This is an optimization exercise on Yosys and OpenROAD, whose aim is small area and a short achievable clock period, not a production implementation.
At most, simulation tests tie the RTL to the original design; equivalence was not proved.
No activity file was given, so power comes from the tool's default toggle rates.

Design fpadd_pipelined, start of the top module:
module fpadd_pipelined (input clk,
                        input reset,
                        input [31:0] reg_A,
                        input [31:0] reg_B,
                        output [31:0] out);
==> flow/config.mk <==
export PLATFORM = sky130hd
export DESIGN_NAME = fpadd_pipelined
export DESIGN_NICKNAME = fpadd_pipelined
export VERILOG_FILES = /design/flow/design.v
export SDC_FILE = /design/flow/constraint.sdc
export NUM_CORES = 4
export LEC_CHECK = 0
export ABC_AREA = 1
export CAP_MARGIN = 20
export CORE_MARGIN = 2
export CORE_UTILIZATION = 40
export SETUP_SLACK_MARGIN = 3.0
export SLEW_MARGIN = 20
export TNS_END_PERCENT = 10
==> flow/constraint.sdc <==
create_clock -name core_clock -period 6.5 [get_ports {clk}]
set_input_delay 1.3000 -clock core_clock [delete_from_list [all_inputs] [get_ports {clk}]]
set_output_delay 1.3000 -clock core_clock [all_outputs]
set_load 0.01 [all_outputs]
standard.sh (not shown) runs the stock make flow with config.mk's settings and CLKGATE_MAP_FILE= SYNTH_SCRIPT=/design/flow/synth_recipe.tcl, a recipe that flattens the netlist after the stock synthesis.
==> flow/flow/run.sh <==
#!/bin/bash
# Standard layout (standard.sh) with the smallest buffer on the ports and
# no CTS dummy loads.
bash standard.sh \
  "BUFFER_PORTS_ARGS=-buffer_cell sky130_fd_sc_hd__buf_1" \
  "CTS_ARGS=-sink_clustering_enable -repair_clock_nets -dont_use_dummy_load -buf_list {sky130_fd_sc_hd__clkbuf_4 sky130_fd_sc_hd__clkbuf_8}" \
  finish > standard.log 2>&1
Rerun with:
--- a/flow/design.v
+++ b/flow/design.v
@@ -65,45 +65,25 @@
   wire p_20 = p_19 & p0[0];
   assign s[0] = p0[1] ^ g0[0];
   assign s[1] = p0[2] ^ g_0;
   assign s[2] = p0[3] ^ g_8;
   assign s[3] = p0[4] ^ g_9;
   assign s[4] = p0[5] ^ g_15;
   assign s[5] = p0[6] ^ g_16;
   assign s[6] = p0[7] ^ g_17;
   assign s[7] = p0[8] ^ g_18;
   assign cout = g_20;
 endmodule
-module fp_cmp8(input [7:0] a, input [7:0] b, output ge, output eq);
-  wire [7:0] g0 = a & ~b;
-  wire [7:0] p0 = ~(a ^ b);
-  wire g_0 = g0[1] | (p0[1] & g0[0]);
-  wire p_0 = p0[1] & p0[0];
-  wire g_1 = g0[3] | (p0[3] & g0[2]);
-  wire p_1 = p0[3] & p0[2];
-  wire g_2 = g0[5] | (p0[5] & g0[4]);
-  wire p_2 = p0[5] & p0[4];
-  wire g_3 = g0[7] | (p0[7] & g0[6]);
-  wire p_3 = p0[7] & p0[6];
-  wire g_4 = g_1 | (p_1 & g_0);
-  wire p_4 = p_1 & p_0;
-  wire g_5 = g_3 | (p_3 & g_2);
-  wire p_5 = p_3 & p_2;
-  wire g_6 = g_5 | (p_5 & g_4);
-  wire p_6 = p_5 & p_4;
-  assign ge = g_6 | p_6;
-  assign eq = p_6;
-endmodule
-module fp_cmp23(input [22:0] a, input [22:0] b, output ge, output eq);
-  wire [22:0] g0 = a & ~b;
-  wire [22:0] p0 = ~(a ^ b);
+module fp_cmp31(input [30:0] a, input [30:0] b, output ge, output ge_hi);
+  wire [30:0] g0 = a & ~b;
+  wire [30:0] p0 = a | ~b;
   wire g_0 = g0[1] | (p0[1] & g0[0]);
   wire p_0 = p0[1] & p0[0];
   wire g_1 = g0[3] | (p0[3] & g0[2]);
   wire p_1 = p0[3] & p0[2];
   wire g_2 = g0[5] | (p0[5] & g0[4]);
   wire p_2 = p0[5] & p0[4];
   wire g_3 = g0[7] | (p0[7] & g0[6]);
   wire p_3 = p0[7] & p0[6];
   wire g_4 = g0[9] | (p0[9] & g0[8]);
   wire p_4 = p0[9] & p0[8];
   wire g_5 = g0[11] | (p0[11] & g0[10]);
@@ -132,24 +112,38 @@
   wire p_16 = p0[22] & p_10;
   wire g_17 = g_12 | (p_12 & g_11);
   wire p_17 = p_12 & p_11;
   wire g_18 = g_14 | (p_14 & g_13);
   wire p_18 = p_14 & p_13;
   wire g_19 = g_16 | (p_16 & g_15);
   wire p_19 = p_16 & p_15;
   wire g_20 = g_18 | (p_18 & g_17);
   wire p_20 = p_18 & p_17;
   wire g_21 = g_19 | (p_19 & g_20);
   wire p_21 = p_19 & p_20;
-  assign ge = g_21 | p_21;
-  assign eq = p_21;
+  wire g_22 = g0[24] | (p0[24] & g0[23]);
+  wire p_22 = p0[24] & p0[23];
+  wire g_23 = g0[26] | (p0[26] & g0[25]);
+  wire p_23 = p0[26] & p0[25];
+  wire g_24 = g0[28] | (p0[28] & g0[27]);
+  wire p_24 = p0[28] & p0[27];
+  wire g_25 = g0[30] | (p0[30] & g0[29]);
+  wire p_25 = p0[30] & p0[29];
+  wire g_26 = g_23 | (p_23 & g_22);
+  wire p_26 = p_23 & p_22;
+  wire g_27 = g_25 | (p_25 & g_24);
+  wire p_27 = p_25 & p_24;
+  wire g_28 = g_27 | (p_27 & g_26);
+  wire p_28 = p_27 & p_26;
+  assign ge_hi = g_28 | p_28;
+  assign ge = g_28 | (p_28 & (g_21 | p_21));
 endmodule
 module fp_add25(input [24:0] a, input [24:0] b, input cin, output [24:0] s, output cout);
   wire [25:0] g0, p0;
   assign g0[0] = cin; assign p0[0] = 1'b0;
   assign g0[25:1] = a & b; assign p0[25:1] = a ^ b;
   wire g_0 = g0[1] | (p0[1] & g0[0]);
   wire p_0 = p0[1] & p0[0];
   wire g_1 = g0[2] | (p0[2] & g0[1]);
   wire p_1 = p0[2] & p0[1];
   wire g_2 = g0[3] | (p0[3] & g0[2]);
   wire p_2 = p0[3] & p0[2];
@@ -378,32 +372,29 @@
                         input [31:0] reg_B,
                         output [31:0] out);
   localparam FINE = 3;
   localparam DSEL = 0;
   localparam [7:0] EXP_ADJ = 8'd1;
   wire [7:0] ea = reg_A[30:23];
   wire [7:0] eb = reg_B[30:23];
   wire [7:0] dab, dba;
   wire cab, cba;
   fp_add8 sub_ab(.a(ea), .b(~eb), .cin(1'b1), .s(dab), .cout(cab));
   fp_add8 sub_ba(.a(eb), .b(~ea), .cin(1'b1), .s(dba), .cout(cba));
-  wire exp_ge, exp_eq;
-  fp_cmp8 cmp_e(.a(ea), .b(eb), .ge(exp_ge), .eq(exp_eq));
-  wire frac_ge, frac_eq;
-  fp_cmp23 cmp_f(.a(reg_A[22:0]), .b(reg_B[22:0]), .ge(frac_ge), .eq(frac_eq));
-  wire a_ge_b = exp_eq ? frac_ge : exp_ge;
+  wire a_ge_b, exp_ge;
+  fp_cmp31 cmp_ab(.a(reg_A[30:0]), .b(reg_B[30:0]), .ge(a_ge_b), .ge_hi(exp_ge));
   wire [7:0] d = exp_ge ? dab : dba;
   wire [4:0] s = d[4:0];
   wire big = |d[7:5];
   wire [7:0] d_hi = exp_le ? dba : dab;
-  wire exp_le = ~exp_ge | exp_eq;
+  wire exp_le = cba;
   wire [22:0] fmn = a_ge_b ? reg_B[22:0] : reg_A[22:0];
   wire [23:0] m0 = {1'b1, fmn} >> {s[4:FINE], {FINE{1'b0}}};
   reg        s0_sign, s0_sub, s0_valid;
   reg [7:0]  s0_exp;
   reg [22:0] s0_fmx;
   reg [23:0] s0_m;
   reg [FINE-1:0] s0_shift;
   reg        s0_big;
   reg [FINE-1:0] s0_shift_hi;
   reg        s0_big_hi;
   always @(posedge clk or posedge reset)
Result: Clock power climbs by about 1%; sequential share of layout area rises by 0.81 points; synthesized area drops by 2.1%; sequential power is higher by about 3%; routed wire length came out lower by 0.60%; non-clock buffer count goes up by 1; clock-buffer cell count is unchanged; clock skew goes down by 5.1 ps; power goes up by 4.4%.
Function not checked in the first run of this note: the RTL went through the layout flow alone.

* * *

Another version of the RTL of fpadd_pipelined (not shown whole).
For scale: ~1,400 cells after synthesis, about 130 flip-flops, roughly 98 I/O pins, roughly 0.0094 sq mm of cells after synthesis.
## fpadd_pipelined
module fpadd_pipelined (input clk,
                        input reset,
                        input [31:0] reg_A,
                        input [31:0] reg_B,
                        output [31:0] out);
  localparam FINE = 4;
  localparam DSEL = 0;
  wire [7:0] ea = reg_A[30:23];
  wire [7:0] eb = reg_B[30:23];
  wire [7:0] dab, dba;
  wire cab, cba;
  fp_add8 sub_ab(.a(ea), .b(~eb), .cin(1'b1), .s(dab), .cout(cab));
  fp_add8 sub_ba(.a(eb), .b(~ea), .cin(1'b1), .s(dba), .cout(cba));
  wire exp_eq = cab & cba;
  wire frac_ge, frac_eq;
  fp_cmp23 cmp_f(.a(reg_A[22:0]), .b(reg_B[22:0]), .ge(frac_ge), .eq(frac_eq));
  wire a_ge_b = exp_eq ? frac_ge : cab;
  wire [7:0] d = (DSEL ? a_ge_b : cab) ? dab : dba;
  wire [4:0] s = d[4:0] | {5{|d[7:5]}};
  wire [22:0] fmn = a_ge_b ? reg_B[22:0] : reg_A[22:0];
  wire [23:0] m0 = {1'b1, fmn} >> {s[4:FINE], {FINE{1'b0}}};
  reg        s0_sign, s0_sub, s0_valid;
  reg [7:0]  s0_exp;
  reg [22:0] s0_fmx;
  reg [23:0] s0_m;
  reg [FINE-1:0] s0_shift;
  always @(posedge clk or posedge reset)
    if (reset) s0_valid <= 1'b0;
    else       s0_valid <= 1'b1;
  always @(posedge clk) begin
    s0_sign  <= a_ge_b ? reg_A[31] : reg_B[31];
    s0_sub   <= reg_A[31] ^ reg_B[31];
    s0_exp   <= a_ge_b ? ea : eb;
    s0_fmx   <= a_ge_b ? reg_A[22:0] : reg_B[22:0];
    s0_m     <= m0;
    s0_shift <= s[FINE-1:0];
  end
  wire [23:0] m = s0_m >> s0_shift;
  wire [24:0] t;
  wire t_cout;
  fp_add25 add_t(.a({2'b01, s0_fmx}), .b({s0_sub, m ^ {24{s0_sub}}}), .cin(s0_sub),
                 .s(t), .cout(t_cout));
  reg        s1_sign, s1_valid, s1_ezero;
  reg [7:0]  s1_exp1;
  reg [24:0] s1_t;
  always @(posedge clk or posedge reset)
    if (reset) s1_valid <= 1'b0;
    else       s1_valid <= s0_valid;
  always @(posedge clk) begin
    s1_sign  <= s0_sign;
    s1_exp1  <= s0_exp + 8'd1;
    s1_ezero <= ~|s0_exp;
    s1_t     <= t;
  end
  wire [23:0] coarse;
  wire        fine;
  wire [7:0]  nexp;
  fp_normalizer fp_normalizer(.mantissa_temp(s1_t),
                              .exp1(s1_exp1),
                              .coarse_mantissa(coarse),
                              .fine_shift(fine),
                              .normalized_exp(nexp));
  wire low_zero = ~|s1_t[23:0];
  wire res_zero = low_zero & (~s1_t[24] | (~s1_sign & s1_ezero));
  ...
==> module fp_normalizer, before the edit <==
module fp_normalizer (
  input  [24:0] mantissa_temp,
  input  [7:0]  exp1,
  output [23:0] coarse_mantissa,
  output        fine_shift,
  output [7:0]  normalized_exp
);
  reg [4:0] zero_count;
  integer i;
  always @(*) begin
    zero_count = 5'd0;
    for (i = 0; i < 25; i = i + 1)
      if (mantissa_temp[i]) zero_count = 5'd24 - i;
  end
  wire [24:0] shifted = mantissa_temp << {zero_count[4:1], 1'b0};
  assign coarse_mantissa = shifted[23:0];
  assign fine_shift = zero_count[0];
  assign normalized_exp = exp1 - {3'b0, zero_count};
endmodule
==> module fp_cmp23, before the edit <==
module fp_cmp23(input [22:0] a, input [22:0] b, output ge, output eq);
  wire [22:0] g0 = a & ~b;
  wire [22:0] p0 = ~(a ^ b);
  wire g_0 = g0[1] | (p0[1] & g0[0]);
  wire p_0 = p0[1] & p0[0];
  wire g_1 = g0[3] | (p0[3] & g0[2]);
  wire p_1 = p0[3] & p0[2];
  wire g_2 = g0[5] | (p0[5] & g0[4]);
  wire p_2 = p0[5] & p0[4];
  wire g_3 = g0[7] | (p0[7] & g0[6]);
  wire p_3 = p0[7] & p0[6];
  wire g_4 = g0[9] | (p0[9] & g0[8]);
  wire p_4 = p0[9] & p0[8];
  wire g_5 = g0[11] | (p0[11] & g0[10]);
  wire p_5 = p0[11] & p0[10];
  wire g_6 = g0[13] | (p0[13] & g0[12]);
  wire p_6 = p0[13] & p0[12];
  wire g_7 = g0[15] | (p0[15] & g0[14]);
  wire p_7 = p0[15] & p0[14];
  wire g_8 = g0[17] | (p0[17] & g0[16]);
  wire p_8 = p0[17] & p0[16];
  wire g_9 = g0[19] | (p0[19] & g0[18]);
  wire p_9 = p0[19] & p0[18];
  wire g_10 = g0[21] | (p0[21] & g0[20]);
  wire p_10 = p0[21] & p0[20];
  wire g_11 = g_1 | (p_1 & g_0);
  wire p_11 = p_1 & p_0;
  wire g_12 = g_3 | (p_3 & g_2);
  wire p_12 = p_3 & p_2;
  wire g_13 = g_5 | (p_5 & g_4);
  wire p_13 = p_5 & p_4;
  wire g_14 = g_7 | (p_7 & g_6);
  wire p_14 = p_7 & p_6;
  wire g_15 = g_9 | (p_9 & g_8);
  wire p_15 = p_9 & p_8;
  wire g_16 = g0[22] | (p0[22] & g_10);
  wire p_16 = p0[22] & p_10;
  wire g_17 = g_12 | (p_12 & g_11);
  wire p_17 = p_12 & p_11;
  wire g_18 = g_14 | (p_14 & g_13);
  wire p_18 = p_14 & p_13;
  wire g_19 = g_16 | (p_16 & g_15);
  wire p_19 = p_16 & p_15;
  wire g_20 = g_18 | (p_18 & g_17);
  wire p_20 = p_18 & p_17;
  wire g_21 = g_19 | (p_19 & g_20);
  wire p_21 = p_19 & p_20;
  assign ge = g_21 | p_21;
  assign eq = p_21;
endmodule
==> module fpadd_pipelined, before the edit <==
module fpadd_pipelined (input clk,
                        input reset,
                        input [31:0] reg_A,
                        input [31:0] reg_B,
                        output [31:0] out);
  localparam FINE = 4;
  localparam DSEL = 0;
  wire [7:0] ea = reg_A[30:23];
  wire [7:0] eb = reg_B[30:23];
  wire [7:0] dab, dba;
  wire cab, cba;
  fp_add8 sub_ab(.a(ea), .b(~eb), .cin(1'b1), .s(dab), .cout(cab));
  fp_add8 sub_ba(.a(eb), .b(~ea), .cin(1'b1), .s(dba), .cout(cba));
  wire exp_eq = cab & cba;
  wire frac_ge, frac_eq;
  fp_cmp23 cmp_f(.a(reg_A[22:0]), .b(reg_B[22:0]), .ge(frac_ge), .eq(frac_eq));
  wire a_ge_b = exp_eq ? frac_ge : cab;
  wire [7:0] d = (DSEL ? a_ge_b : cab) ? dab : dba;
  wire [4:0] s = d[4:0] | {5{|d[7:5]}};
  wire [22:0] fmn = a_ge_b ? reg_B[22:0] : reg_A[22:0];
  wire [23:0] m0 = {1'b1, fmn} >> {s[4:FINE], {FINE{1'b0}}};
  reg        s0_sign, s0_sub, s0_valid;
  reg [7:0]  s0_exp;
  reg [22:0] s0_fmx;
  reg [23:0] s0_m;
  reg [FINE-1:0] s0_shift;
  always @(posedge clk or posedge reset)
    if (reset) s0_valid <= 1'b0;
    else       s0_valid <= 1'b1;
  always @(posedge clk) begin
    s0_sign  <= a_ge_b ? reg_A[31] : reg_B[31];
    s0_sub   <= reg_A[31] ^ reg_B[31];
    s0_exp   <= a_ge_b ? ea : eb;
    s0_fmx   <= a_ge_b ? reg_A[22:0] : reg_B[22:0];
    s0_m     <= m0;
    s0_shift <= s[FINE-1:0];
  end
  wire [23:0] m = s0_m >> s0_shift;
  wire [24:0] t;
  wire t_cout;
  fp_add25 add_t(.a({2'b01, s0_fmx}), .b({s0_sub, m ^ {24{s0_sub}}}), .cin(s0_sub),
                 .s(t), .cout(t_cout));
  reg        s1_sign, s1_valid, s1_ezero;
  reg [7:0]  s1_exp1;
  reg [24:0] s1_t;
  always @(posedge clk or posedge reset)
    if (reset) s1_valid <= 1'b0;
    else       s1_valid <= s0_valid;
  always @(posedge clk) begin
    s1_sign  <= s0_sign;
    s1_exp1  <= s0_exp + 8'd1;
    s1_ezero <= ~|s0_exp;
    s1_t     <= t;
  end
  wire [23:0] coarse;
  wire        fine;
  wire [7:0]  nexp;
  fp_normalizer fp_normalizer(.mantissa_temp(s1_t),
                              .exp1(s1_exp1),
                              .coarse_mantissa(coarse),
                              .fine_shift(fine),
                              .normalized_exp(nexp));
  wire low_zero = ~|s1_t[23:0];
  wire res_zero = low_zero & (~s1_t[24] | (~s1_sign & s1_ezero));
  wire se_zero  = ~s1_valid | res_zero;
  reg        r2_sign, r2_fine;
  reg [7:0]  r2_exp;
  reg [23:0] r2_man;
  always @(posedge clk or posedge reset)
    if (reset) begin
      r2_sign <= 1'b0;
      r2_exp  <= 8'b0;
      r2_man  <= 24'b0;
      r2_fine <= 1'b0;
    end else begin
      r2_sign <= se_zero ? 1'b0 : s1_sign;
      r2_exp  <= se_zero ? 8'b0 : nexp;
      r2_man  <= s1_valid ? coarse : 24'b0;
      r2_fine <= fine;
    end
  wire [22:0] frac = r2_fine ? r2_man[22:0] : r2_man[23:1];
  assign out = {r2_sign, r2_exp, frac};
endmodule
==> flow/config.mk <==
export PLATFORM = sky130hd
export DESIGN_NAME = fpadd_pipelined
export DESIGN_NICKNAME = fpadd_pipelined
export VERILOG_FILES = /design/flow/design.v
export SDC_FILE = /design/flow/constraint.sdc
export NUM_CORES = 4
export LEC_CHECK = 0
export ABC_AREA = 1
export CAP_MARGIN = 20
export CORE_MARGIN = 2
export CORE_UTILIZATION = 40
export SETUP_SLACK_MARGIN = 3.0
export SLEW_MARGIN = 20
==> flow/constraint.sdc <==
create_clock -name core_clock -period 6.5 [get_ports {clk}]
set_input_delay 1.3000 -clock core_clock [delete_from_list [all_inputs] [get_ports {clk}]]
set_output_delay 1.3000 -clock core_clock [all_outputs]
set_load 0.01 [all_outputs]
Scripts as last shown in full above: flow/flow/run.sh
The starting point finished with timing, DRC and antenna clean.
==> next run, changes <==
--- a/flow/design.v
+++ b/flow/design.v
@@ -2,4 +2,5 @@
   input  [24:0] mantissa_temp,
   input  [7:0]  exp1,
+  input         flush,
   output [23:0] coarse_mantissa,
   output        fine_shift,
@@ -13,5 +14,5 @@
       if (mantissa_temp[i]) zero_count = 5'd24 - i;
   end
-  wire [24:0] shifted = mantissa_temp << {zero_count[4:1], 1'b0};
+  wire [24:0] shifted = mantissa_temp << {zero_count[4:3] | {2{flush}}, zero_count[2:1], 1'b0};
   assign coarse_mantissa = shifted[23:0];
   assign fine_shift = zero_count[0];
@@ -74,7 +75,7 @@
   assign cout = g_20;
 endmodule
-module fp_cmp23(input [22:0] a, input [22:0] b, output ge, output eq);
-  wire [22:0] g0 = a & ~b;
-  wire [22:0] p0 = ~(a ^ b);
+module fp_cmp31(input [30:0] a, input [30:0] b, output ge, output ge_hi);
+  wire [30:0] g0 = a & ~b;
+  wire [30:0] p0 = a | ~b;
   wire g_0 = g0[1] | (p0[1] & g0[0]);
   wire p_0 = p0[1] & p0[0];
@@ -121,6 +122,20 @@
   wire g_21 = g_19 | (p_19 & g_20);
   wire p_21 = p_19 & p_20;
-  assign ge = g_21 | p_21;
-  assign eq = p_21;
+  wire g_22 = g0[24] | (p0[24] & g0[23]);
+  wire p_22 = p0[24] & p0[23];
+  wire g_23 = g0[26] | (p0[26] & g0[25]);
+  wire p_23 = p0[26] & p0[25];
+  wire g_24 = g0[28] | (p0[28] & g0[27]);
+  wire p_24 = p0[28] & p0[27];
+  wire g_25 = g0[30] | (p0[30] & g0[29]);
+  wire p_25 = p0[30] & p0[29];
+  wire g_26 = g_23 | (p_23 & g_22);
+  wire p_26 = p_23 & p_22;
+  wire g_27 = g_25 | (p_25 & g_24);
+  wire p_27 = p_25 & p_24;
+  wire g_28 = g_27 | (p_27 & g_26);
+  wire p_28 = p_27 & p_26;
+  assign ge_hi = g_28 | p_28;
+  assign ge = g_28 | (p_28 & (g_21 | p_21));
 endmodule
 module fp_add25(input [24:0] a, input [24:0] b, input cin, output [24:0] s, output cout);
@@ -358,6 +373,7 @@
                         input [31:0] reg_B,
                         output [31:0] out);
-  localparam FINE = 4;
+  localparam FINE = 3;
   localparam DSEL = 0;
+  localparam [7:0] EXP_ADJ = 8'd1;
   wire [7:0] ea = reg_A[30:23];
   wire [7:0] eb = reg_B[30:23];
@@ -366,10 +382,11 @@
   fp_add8 sub_ab(.a(ea), .b(~eb), .cin(1'b1), .s(dab), .cout(cab));
   fp_add8 sub_ba(.a(eb), .b(~ea), .cin(1'b1), .s(dba), .cout(cba));
-  wire exp_eq = cab & cba;
-  wire frac_ge, frac_eq;
-  fp_cmp23 cmp_f(.a(reg_A[22:0]), .b(reg_B[22:0]), .ge(frac_ge), .eq(frac_eq));
-  wire a_ge_b = exp_eq ? frac_ge : cab;
-  wire [7:0] d = (DSEL ? a_ge_b : cab) ? dab : dba;
-  wire [4:0] s = d[4:0] | {5{|d[7:5]}};
+  wire a_ge_b, exp_ge;
+  fp_cmp31 cmp_ab(.a(reg_A[30:0]), .b(reg_B[30:0]), .ge(a_ge_b), .ge_hi(exp_ge));
+  wire [7:0] d = exp_ge ? dab : dba;
+  wire [4:0] s = d[4:0];
+  wire big = |d[7:5];
+  wire [7:0] d_hi = exp_le ? dba : dab;
+  wire exp_le = cba;
   wire [22:0] fmn = a_ge_b ? reg_B[22:0] : reg_A[22:0];
   wire [23:0] m0 = {1'b1, fmn} >> {s[4:FINE], {FINE{1'b0}}};
@@ -379,4 +396,7 @@
   reg [23:0] s0_m;
   reg [FINE-1:0] s0_shift;
+  reg        s0_big;
+  reg [FINE-1:0] s0_shift_hi;
+  reg        s0_big_hi;
   always @(posedge clk or posedge reset)
     if (reset) s0_valid <= 1'b0;
@@ -389,6 +409,12 @@
     s0_m     <= m0;
     s0_shift <= s[FINE-1:0];
+    s0_big   <= big;
+    s0_shift_hi <= d_hi[FINE-1:0];
+    s0_big_hi <= |d_hi[7:5];
   end
-  wire [23:0] m = s0_m >> s0_shift;
+  wire [23:0] m_lo = s0_m >> s0_shift;
+  wire [23:0] m_hi = s0_m >> s0_shift_hi;
+  wire [23:0] m_sh = {m_hi[23:12], m_lo[11:0]};
+  wire [23:0] m = m_sh & {{12{~s0_big_hi}}, {12{~s0_big}}};
   wire [24:0] t;
   wire t_cout;
@@ -403,5 +429,5 @@
   always @(posedge clk) begin
     s1_sign  <= s0_sign;
-    s1_exp1  <= s0_exp + 8'd1;
+    s1_exp1  <= s0_exp + EXP_ADJ;
     s1_ezero <= ~|s0_exp;
     s1_t     <= t;
@@ -414,4 +440,5 @@
                               .coarse_mantissa(coarse),
                               .fine_shift(fine),
+                              .flush(~s1_valid),
                               .normalized_exp(nexp));
   wire low_zero = ~|s1_t[23:0];
@@ -430,5 +457,5 @@
       r2_sign <= se_zero ? 1'b0 : s1_sign;
       r2_exp  <= se_zero ? 8'b0 : nexp;
-      r2_man  <= s1_valid ? coarse : 24'b0;
+      r2_man  <= coarse;
       r2_fine <= fine;
     end
What happened: Synthesized cell count decreases by a few percent; design area decreases by a few percent; routed wire length decreases slightly; via count decreases by a few percent; setup slack stays flat; cell count decreases by a few percent; power decreases slightly; non-clock buffer count decreases by 13; utilization decreases by 2.0 points; combinational power decreases by a few percent; global-route usage decreases by 0.46 points; die area decreases by a few percent; synthesized area decreases by a few percent.
No functional check of the RTL was part of the first run of this note.

separate check: timing with driven ports:
In the flow no input, the clock included, has a driving cell. The finished layouts below were timed again as built, in two steps. Step 1 (the two cells are an assumption about what drives the block):
set clk [get_ports {clk}]
set_driving_cell -lib_cell sky130_fd_sc_hd__clkbuf_16 $clk
set_driving_cell -lib_cell sky130_fd_sc_hd__buf_2 [delete_from_list [all_inputs] $clk]
Step 2, shift: input delay + t, output delay - t, t = (earliest + latest rising clock arrival at the registers) / 2. This alone moves slack from input paths to output paths. a / b / c = ideal ports / drivers / drivers and shift; a / b = the first two.
run | t, ns | setup slack, ns | clock arrival spread, ns | cell pins on the clock port's net
the first run of note 1 | 0.471 | 3.143 / 3.159 / 2.689 | 0.036 / 0.035 | 1
the second run of note 1 | 0.468 | 3.177 / 3.177 / 2.768 | 0.030 / 0.031 | 1
the first run of note 2 | 0.467 | 3.189 / 3.189 / 2.771 | 0.042 / 0.042 | 1
the second run of note 2 | 0.469 | 3.189 / 3.201 / 2.732 | 0.030 / 0.030 | 1
After both steps every run listed still meets setup and hold. The setup slack of the second run of note 2, which loses most, moves by +0.012 ns with the drivers and by -0.457 ns with both steps.
